What follows belongs to an exercise in optimizing a design on an open flow for small area, a short achievable clock period and few clock cycles per item; a production flow would make more cautious choices. Where RTL was checked, it was by simulation tests only, not by an equivalence proof against the original. Power figures rest on the tool's default switching activity, not on a simulated workload.

Setup of job 4450:
## RGB2YUV
module RGB2YUV (start, clk, rst_n, inportR, inportG, inportB, done, outportY, outportU, outportV);
Size: ~58 I/O pins, roughly 5900 um2 of cells after synthesis.
export LEC_CHECK = 0
export CAP_MARGIN = 20
export CORE_MARGIN = 2
export CORE_UTILIZATION = 45
export SLEW_MARGIN = 20
export SYNTH_HIERARCHICAL = 1
export SYNTH_MINIMUM_KEEP_SIZE = 0
create_clock -name core_clock -period 10.0 [get_ports {clk}]
standard.sh (not shown) runs the stock make flow with config.mk's settings and CLKGATE_MAP_FILE= SYNTH_SCRIPT=/design/flow/synth_recipe.tcl, a recipe that flattens the netlist after the stock synthesis.
==> flow/flow/run.sh <==
#!/bin/bash
# The standard layout (standard.sh), except that the port buffers are
# sky130_fd_sc_hd__buf_1 cells rather than ORFS's default delay buffers, and timing
# repair aims for 5.5 ns of setup slack. Each run's output goes to its own log.
set -euo pipefail
export BUFFER_PORTS_ARGS="-buffer_cell sky130_fd_sc_hd__buf_1"
export SETUP_SLACK_MARGIN=5.5
bash standard.sh synth > synth.log 2>&1
bash standard.sh > layout.log 2>&1
Job 4450 completed; timing, DRC and antenna clean
Testbench counts of job 4450, summed over its fixed seeds: cycles 3,208, items 3,200.
What job 9395 does differently from job 4450 at the input level:
==> flow/flow/run.sh <==
#!/bin/bash
# The standard layout, except that the port buffers are sky130_fd_sc_hd__buf_1
# cells rather than ORFS's default delay buffers, and timing repair aims for
# 5.5 ns of setup slack. Each run's output goes to its own log.
set -euo pipefail
export BUFFER_PORTS_ARGS="-buffer_cell sky130_fd_sc_hd__buf_1"
export SETUP_SLACK_MARGIN=5.5
bash standard.sh synth > synth.log 2>&1
bash standard.sh > layout.log 2>&1
--- a/flow/config.mk
+++ b/flow/config.mk
@@ -9,3 +9,3 @@
 export CORE_MARGIN = 2
-export CORE_UTILIZATION = 45
+export CORE_UTILIZATION = 55
 export SLEW_MARGIN = 20
- Sequential power: job 9395 vs job 4450 — no meaningful difference
- [job 9395 vs job 4450] routed wire length: lower in job 9395
- Job 4450 completed end to end with timing, DRC and antenna clean.
- The final layout from job 9395, which completed every stage, passed the timing, design-rule and antenna checks at the end of the flow.
- In the metrics for job 9395 and job 4450, the one carrying the higher final non-filler cell total is job 4450.
> inputs changed (job 9395 -> job 9348)
==> flow/flow/run.sh <==
#!/bin/bash
# The standard layout (standard.sh), except that the port buffers are
# sky130_fd_sc_hd__buf_1 cells rather than ORFS's default delay buffers, and timing
# repair aims for 5.5 ns of setup slack. Each run's output goes to its own log.
set -euo pipefail
export BUFFER_PORTS_ARGS="-buffer_cell sky130_fd_sc_hd__buf_1"
export SETUP_SLACK_MARGIN=5.5
bash standard.sh synth > synth.log 2>&1
bash standard.sh > layout.log 2>&1
--- a/flow/config.mk
+++ b/flow/config.mk
@@ -9,3 +9,3 @@
 export CORE_MARGIN = 2
-export CORE_UTILIZATION = 55
+export CORE_UTILIZATION = 65
 export SLEW_MARGIN = 20
Delta (job 9348 minus job 9395): placed instance area went down 35 um2; setup slack increased by 0.020 ns relative to the old numbers.
Between job 9348 and job 9395, it is job 9348 whose hold path depth is lower, by 1.
From job 9395 to job 9348 the numbers moved as follows: total wirelength of the detailed-routed design up about 2.5%, number of failing setup endpoints in the final timing report has remained practically unchanged, fraction of layout instances using a drive strength above 1 grew by 0.25 points, layout-stage area growth over the synthesis result went down by 0.76 points.
The number of nets in the final layout reported for job 9348 is smaller than that of job 9395 by about 0.5%.
Taking job 9395 as the reference, in job 9348 number of signal-net buffers in the layout lower; ratio of routed vias to standard cells higher.
Measured against each other, job 9348 and job 9395 differ in total power after layout, the higher figure coming from job 9395.
For job 2364, these inputs were changed with respect to job 9348:
==> flow/flow/run.sh <==
#!/bin/bash
# The standard layout (standard.sh), except that the port buffers are
# sky130_fd_sc_hd__buf_1 cells rather than ORFS's default delay buffers, and timing
# repair aims for 5.4 ns of setup slack. Each run's output goes to its own log.
set -euo pipefail
export BUFFER_PORTS_ARGS="-buffer_cell sky130_fd_sc_hd__buf_1"
export SETUP_SLACK_MARGIN=5.4
bash standard.sh synth > synth.log 2>&1
bash standard.sh > layout.log 2>&1
--- a/flow/config.mk
+++ b/flow/config.mk
@@ -9,3 +9,3 @@
 export CORE_MARGIN = 2
-export CORE_UTILIZATION = 65
+export CORE_UTILIZATION = 55
 export SLEW_MARGIN = 20
[summary]
[compare] base=job 9348 new=job 2364: share of the cycle needed by the critical path after routing rose 0.92 points; power went down about 2%; combinational power has decreased; reported sequential group power went down about 1%; area of the die now larger. Taking job 9348 as the reference, in job 2364 areal power density over the cells lost 2.9 nW/um2; cell row count picked up an extra about 9%; average wire per standard cell lost 1.7 um.

* * *

Another version of the RTL of RGB2YUV (not shown whole).
Size in the first run: roughly 440 cells after synthesis, ~58 I/O pins, about 5100 µm² of cells after synthesis.
Settings: LEC_CHECK=0, CAP_MARGIN=20, CORE_MARGIN=2, CORE_UTILIZATION=70, SETUP_SLACK_MARGIN=5, SLEW_MARGIN=20, SYNTH_HIERARCHICAL=1, SYNTH_MINIMUM_KEEP_SIZE=0; clock period 10.0 ns.
run.sh (not shown) runs the stock make flow with config.mk's settings and CLKGATE_MAP_FILE= SYNTH_SCRIPT=/design/flow/synth_recipe.tcl, a recipe that flattens the netlist after the stock synthesis.
Stock flow here: none of the scripts above is used.
The starting point died in global routing.
Testbench counts at the start, summed over its fixed seeds: cycles 3,208, items 3,200.
Then changed:
CORE_UTILIZATION = 55   (was 70)
SETUP_SLACK_MARGIN = 4.5   (was 5)
Result: The changed run finished with timing, DRC and antenna clean; synthesized area does not change; synthesized cell count is unchanged.
Then changed:
SETUP_SLACK_MARGIN = 4   (was 4.5)
Outcome: The new run passed the timing, design-rule and antenna checks. Clock-buffer cell count rises by 1. Worst setup slack loses 0.33 ns. Critical path depth falls by 2. Cell count falls by 5.2%. Global-route usage falls by 1.0 points. Core utilization falls by 5.9 points. Fmax falls by 5.6%. Sequential power is about the same. Via count falls by 5.1%. Synthesized area does not change.

* * *

v3:
RGB2YUV with an RTL version that a note above also has.
For scale: about 46 flip-flops, ~58 I/O pins, roughly 5900 µm² of cells after synthesis.
## RGB2YUV
module RGB2YUV (start, clk, rst_n, inportR, inportG, inportB, done, outportY, outportU, outportV);
	input start, clk, rst_n;
	input [8:0] inportR, inportG, inportB;
	output done;
	output [8:0] outportY, outportU, outportV;
	wire [8:0] y, u, v;
	wire n_inportR_0 = ~inportR[0];
	wire n_inportR_1 = ~inportR[1];
	wire n_inportR_2 = ~inportR[2];
	wire n_inportR_3 = ~inportR[3];
	wire n_inportR_4 = ~inportR[4];
	wire n_inportR_5 = ~inportR[5];
	wire n_inportR_6 = ~inportR[6];
	wire n_inportR_7 = ~inportR[7];
	wire s1;
	wire c2;
	FA fa_s1 (.a(inportR[2]), .b(inportR[0]), .c(n_inportR_4), .s(s1), .co(c2));
	wire s3;
	wire c4;
	FA fa_s3 (.a(inportR[3]), .b(inportR[1]), .c(n_inportR_5), .s(s3), .co(c4));
	wire g5;
	assign g5 = n_inportR_0 & 1'b1;
	wire g6;
	assign g6 = n_inportR_0 | 1'b1;
	wire g7;
	assign g7 = n_inportR_2 & inportR[0];
	wire g8;
	assign g8 = n_inportR_2 | inportR[0];
	wire g9;
	assign g9 = n_inportR_3 & inportR[1];
	wire g10;
	assign g10 = n_inportR_3 | inportR[1];
	wire g11;
	assign g11 = c2 & s3;
	wire g12;
	assign g12 = c2 | s3;
	wire g13;
	assign g13 = n_inportR_1 & g5;
	wire g14;
	assign g14 = n_inportR_1 & g6;
	wire g15;
	assign g15 = g8 & n_inportR_1;
	wire g16;
	assign g16 = g9 | (g10 & g7);
	wire g17;
	assign g17 = g10 & g8;
	wire g18;
	assign g18 = s1 & g9;
	wire g19;
	assign g19 = s1 & g10;
	wire g20;
	assign g20 = g12 & s1;
	wire g21;
	assign g21 = g7 | (g15 & g5);
	wire g22;
  ...
export LEC_CHECK = 0
export CAP_MARGIN = 20
export CORE_MARGIN = 2
export CORE_UTILIZATION = 75
export SLEW_MARGIN = 20
export SYNTH_HIERARCHICAL = 1
export SYNTH_MINIMUM_KEEP_SIZE = 0
create_clock -name core_clock -period 10.0 [get_ports {clk}]
standard.sh (not shown) runs the stock make flow with config.mk's settings and CLKGATE_MAP_FILE= SYNTH_SCRIPT=/design/flow/synth_recipe.tcl, a recipe that flattens the netlist after the stock synthesis.
==> flow/flow/run.sh <==
#!/bin/bash
# The standard layout (standard.sh), except that the port buffers are
# sky130_fd_sc_hd__buf_1 cells rather than ORFS's default delay buffers, and timing
# repair aims for 5.5 ns of setup slack. Each run's output goes to its own log.
set -euo pipefail
export BUFFER_PORTS_ARGS="-buffer_cell sky130_fd_sc_hd__buf_1"
export SETUP_SLACK_MARGIN=5.5
bash standard.sh synth > synth.log 2>&1
bash standard.sh > layout.log 2>&1
Testbench counts of v3, summed over its fixed seeds: cycles 3,208, items 3,200.
Edits applied to the flow inputs when going from v3 to v9:
- CORE_UTILIZATION now 55, was 75
==> flow/flow/run.sh <==
#!/bin/bash
# The standard layout (standard.sh), except that the port buffers are
# sky130_fd_sc_hd__buf_1 cells rather than ORFS's default delay buffers, and timing
# repair aims for 5.6 ns of setup slack. Each run's output goes to its own log.
set -euo pipefail
export BUFFER_PORTS_ARGS="-buffer_cell sky130_fd_sc_hd__buf_1"
export SETUP_SLACK_MARGIN=5.6
bash standard.sh synth > synth.log 2>&1
bash standard.sh > layout.log 2>&1
==> notes.md <==
v9 ran to completion and came out clean on the timing, design-rule and antenna checks. Diff v3 -> v9: routed length on met2 decreased 17%; minimum hold slack decreased 13 ps. Routed wire in v9 totals less than in v3. Met2 layer usage reported by global route, v9 and v3: lower on v9. Diff v9 and v3: footprint of the multi-input gates higher in v9. Comparing v9 and v3, clock-buffer cell count is higher on v9. Changes observed in v9 relative to v3: number of cells on the worst hold path went up by 1, total power down about 4%.
The following lists how v22 was set up differently from v9:
==> flow/flow/run.sh <==
#!/bin/bash
# The standard layout, except that the port buffers are sky130_fd_sc_hd__buf_2
# cells rather than ORFS's default delay buffers, and timing repair aims for
# 5.5 ns of setup slack. Each run's output goes to its own log.
set -euo pipefail
export BUFFER_PORTS_ARGS="-buffer_cell sky130_fd_sc_hd__buf_2"
export SETUP_SLACK_MARGIN=5.5
bash standard.sh synth > synth.log 2>&1
bash standard.sh > layout.log 2>&1
Findings:
- v22 — least setup slack across all paths after layout 59 ps lower, v9 as reference
- Post-layout net count in v22 is 8 lower than in v9
- v9 → v22: final wirelength went up 2.7%, minimum period implied by the final worst setup slack higher, met1 layer wirelength in the final routing increased by 0.63% relative to the old numbers, part of the cycle the worst path needs went up by 0.59 points.
- Relative to v9, the number of signal-net buffers in the layout measured on v22 has decreased by a little under 10%.
- Core utilization: lower on v22
Modified inputs, v51 compared to v22
- CTS_BUF_LIST newly set to sky130_fd_sc_hd__clkbuf_8
- CORE_UTILIZATION changed from 55 to 65
==> flow/flow/run.sh <==
#!/bin/bash
# The standard layout (standard.sh), except that the port buffers are
# sky130_fd_sc_hd__buf_1 cells rather than ORFS's default delay buffers, and timing
# repair aims for 5.5 ns of setup slack. Each run's output goes to its own log.
set -euo pipefail
export BUFFER_PORTS_ARGS="-buffer_cell sky130_fd_sc_hd__buf_1"
export SETUP_SLACK_MARGIN=5.5
bash standard.sh synth > synth.log 2>&1
bash standard.sh > layout.log 2>&1
### Flow results
- Compare v22 and v51 | power per cell area higher: v51
- When v51 is measured against v22, its synthesis-to-layout area growth turns out 3.9 points lower.
- Diff v22..v51 | mux cell area share after synthesis | unchanged
- | total number of vias | v51 vs v22 | 41 lower |
- v51 vs v22, part of the total power dissipated in combinational logic went up by 0.7 points.
- Compare v22 and v51 | final critical delay including setup and external delays higher: v22
- met2 usage up 7.6 points in v51 wrt v22
- Going from v22 to v51, met1 routed wirelength after detailed routing shrinks by 4.7%.
- [v51] post-detailed-placement cell area fell 96 µm² relative to v22
- The worst slack on hold paths of v51 was superior to that of v22.
- v51 vs v22, overall die area went down by about 15%.

* * *

## run E
RGB2YUV, a different RTL version from the one above (not shown whole).
For scale: ~58 I/O pins, roughly 5600 sq um of cells after synthesis.
Settings: LEC_CHECK=0, CAP_MARGIN=20, CORE_MARGIN=2, CORE_UTILIZATION=55, SLEW_MARGIN=20, SYNTH_HIERARCHICAL=1, SYNTH_MINIMUM_KEEP_SIZE=0; clock period 10.0 ns.
==> flow/flow/run.sh <==
#!/bin/bash
# The standard layout (standard.sh), except that the port buffers are
# sky130_fd_sc_hd__buf_1 cells rather than ORFS's default delay buffers, and timing
# repair aims for 5.5 ns of setup slack. Each run's output goes to its own log.
set -euo pipefail
export BUFFER_PORTS_ARGS="-buffer_cell sky130_fd_sc_hd__buf_1"
export SETUP_SLACK_MARGIN=5.5
bash standard.sh synth > synth.log 2>&1
bash standard.sh > layout.log 2>&1
Per the final summary, run E finished and its layout is clean on timing, DRC and antenna.
diff inputs: run E => run A
- putting SETUP_SLACK_MARGIN at 5 where nothing was set
==> flow/run.sh (new file) <==
#!/bin/bash
# synth_recipe.tcl (not shown) runs the flow's synth.tcl, then flattens the netlist and writes it again
# the make line also repeats each setting of config.mk as NAME=value (left out here)
make -C /OpenROAD-flow-scripts/flow DESIGN_CONFIG=/design/flow/config.mk WORK_HOME=/design/flow/orfs CLKGATE_MAP_FILE= SYNTH_SCRIPT=/design/flow/synth_recipe.tcl finish
removed: flow/flow/run.sh
removed: flow/standard.sh
Results
- Comparing run E against run A, there is no change at all in number of cells on the worst reg-to-reg path.
- Run A against run E: setup slack of the critical path after layout picked up an extra 0.0043 ns; post-detailed-route via-to-cell ratio moved up; clock-buffer cell count lost 2.
Function was not checked in any run of this note: the RTL went through the layout flow alone.

* * *

## v38
RGB2YUV, a different RTL version from the one above (not shown whole).
For scale: roughly 380 cells after synthesis, ~27 flip-flops, about 58 I/O pins, ~4800 µm² of cells after synthesis.
make LEC_CHECK=0 CAP_MARGIN=20 CORE_MARGIN=2 CORE_UTILIZATION=70 SETUP_SLACK_MARGIN=5 SLEW_MARGIN=20 SYNTH_HIERARCHICAL=1 SYNTH_MINIMUM_KEEP_SIZE=0 finish   # period 10.0 ns
run.sh (not shown) runs the stock make flow with config.mk's settings and CLKGATE_MAP_FILE= SYNTH_SCRIPT=/design/flow/synth_recipe.tcl, a recipe that flattens the netlist after the stock synthesis.
Stock flow here: none of the scripts above is used.
For v35, these inputs were changed with respect to v38:
- a change of SETUP_SLACK_MARGIN from 5 to 3
--- outcome ---
Going from v38 to v35, the number of buffers inserted to repair setup after CTS was found to have gone down by 20.
[compare] base=v38 new=v35: wire length after detailed routing decreased by about 34% relative to the old numbers; number of placed instances, taps included closely matched the old numbers; final cell count decreased by 6.3% relative to the old numbers.
Design internal power ends up higher on v38.
Higher data required time of the worst path goes to v38 over v35.
Final period demand of the worst path (v35 over v38): increase, 0.50 ns
In the reports for v38 and v35, the larger worst slack on hold paths belongs to v38.
### v35 -> v40
- SETUP_SLACK_MARGIN no longer set, was 3
==> comparison <==
v40 finished every step from synthesis to the final layout, and the layout passed the timing, design-rule and antenna checks. The run with more setup slack is v35; v40 has less. v35 has lower critical path's largest stage delay than v40. Diff v35 -> v40: total power draw saw little to no change, final design instance area without fill flat, buffer share of cell area saw an increase, number of flip-flops and latches has remained practically unchanged, slew at the pin with the worst max-slew slack +0.0035 ns. The total global-route track usage on v40 is in line with that on v35. v40 against v35: global-route wire length before repair has remained practically unchanged; detailed route wirelength on metal3 has increased. Looking at routed metal-1 wirelength, v40 sits 0.67% below v35.
Changes in v48 relative to v40:
- an added PLACE_DENSITY of 0.9
- a change of CORE_UTILIZATION from 70 to 85
- an added SETUP_SLACK_MARGIN of 5
[summary]
v40: all stages complete, timing, DRC and antenna checks passed. Seen in the log of v48: GPL-0301 during global placement (3_3_place_gp), after which the run never completed. [v48 vs v40] die extent in x: lower in v48. Between v40 and v48, the difference in average instance area after synthesis is negligible. Measured against v40, the total number of placement rows of v48 comes out at 0.900 times the reference value.
Relative to v48, the following input files were edited for v16:
- clearing PLACE_DENSITY, which used to be 0.9
- swapping 85 for 40 in CORE_UTILIZATION
- clearing SETUP_SLACK_MARGIN, which used to be 5
Findings:
- v16: done, clean on timing, DRC and antenna
- Taking v48 as the reference, in v16 adder and majority cell fraction of the synthesized area ~0 delta, site row count +13, summed instance area of the synthesized netlist ~0 delta, starting density of the core -47 points, number of port buffers ~0 delta.
- Re count of flip-flops with a built-in enable after synthesis: no difference whatsoever between v48 and v16.
- v16 vs. v48: count of pins on the block boundary comparable; horizontal die dimension went up by 34 µm.
Function was not checked in any run of this note: the RTL went through the layout flow alone.

[static timing again, ports no longer ideal]
The flow's constraints put no driver on any port. The routed layouts listed below were extracted and timed again, unchanged, in two steps. Step 1 (the two cells are an assumption about what drives the block):
set clk [get_ports {clk}]
set_driving_cell -lib_cell sky130_fd_sc_hd__clkbuf_16 $clk
set_driving_cell -lib_cell sky130_fd_sc_hd__buf_2 [delete_from_list [all_inputs] $clk]
Step 2 also shifts input and output timing later by t, the mid clock arrival at the registers, as if the neighbouring blocks saw the same clock. Slacks: ideal ports / drivers / drivers and shift; pairs: ideal ports / drivers.
run	t, ns	setup WS [ns]	worst setup path after step 2	slew at the worst register clock pin (ns)	worst slew at a driven data input, ns
job 4450	0.340	5.478 / 5.476 / 5.136	input to register	0.07 / 0.07	0.07
job 9395	0.335	5.502 / 5.486 / 5.151	input to register	0.09 / 0.09	0.05
job 9348	0.329	5.522 / 5.500 / 5.171	input to register	0.09 / 0.09	0.06
job 2364	0.332	5.430 / 5.437 / 5.105	input to register	0.08 / 0.08	0.04
the second run of note 2	0.309	4.440 / 4.408 / 4.099	input to register	0.11 / 0.11	0.07
the third run of note 2	0.307	4.109 / 4.115 / 3.808	input to register	0.11 / 0.11	0.04
v3	0.339	5.396 / 5.387 / 5.048	input to register	0.10 / 0.10	0.06
v9	0.339	5.569 / 5.553 / 5.214	input to register	0.09 / 0.09	0.06
v22	0.336	5.510 / 5.488 / 5.209	input to register	0.09 / 0.09	0.06
v51	0.330	5.524 / 5.497 / 5.167	input to register	0.09 / 0.09	0.06
run E	0.340	4.878 / 4.854 / 4.514	input to register	0.09 / 0.09	0.07
run A	0.336	4.883 / 4.870 / 4.534	input to register	0.08 / 0.08	0.06
v38	0.315	3.641 / 3.602 / 3.287	input to register	0.12 / 0.12	0.07
v35	0.297	3.137 / 3.130 / 2.833	input to register	0.09 / 0.09	0.04
v40	0.297	2.542 / 2.547 / 2.249	input to register	0.09 / 0.09	0.04
v16	0.311	2.512 / 2.513 / 2.201	input to register	0.07 / 0.07	0.04
After both steps every run listed still meets setup and hold. For run E, which loses most, drivers alone change the setup slack by -0.024 ns; drivers and shift together by -0.364 ns.
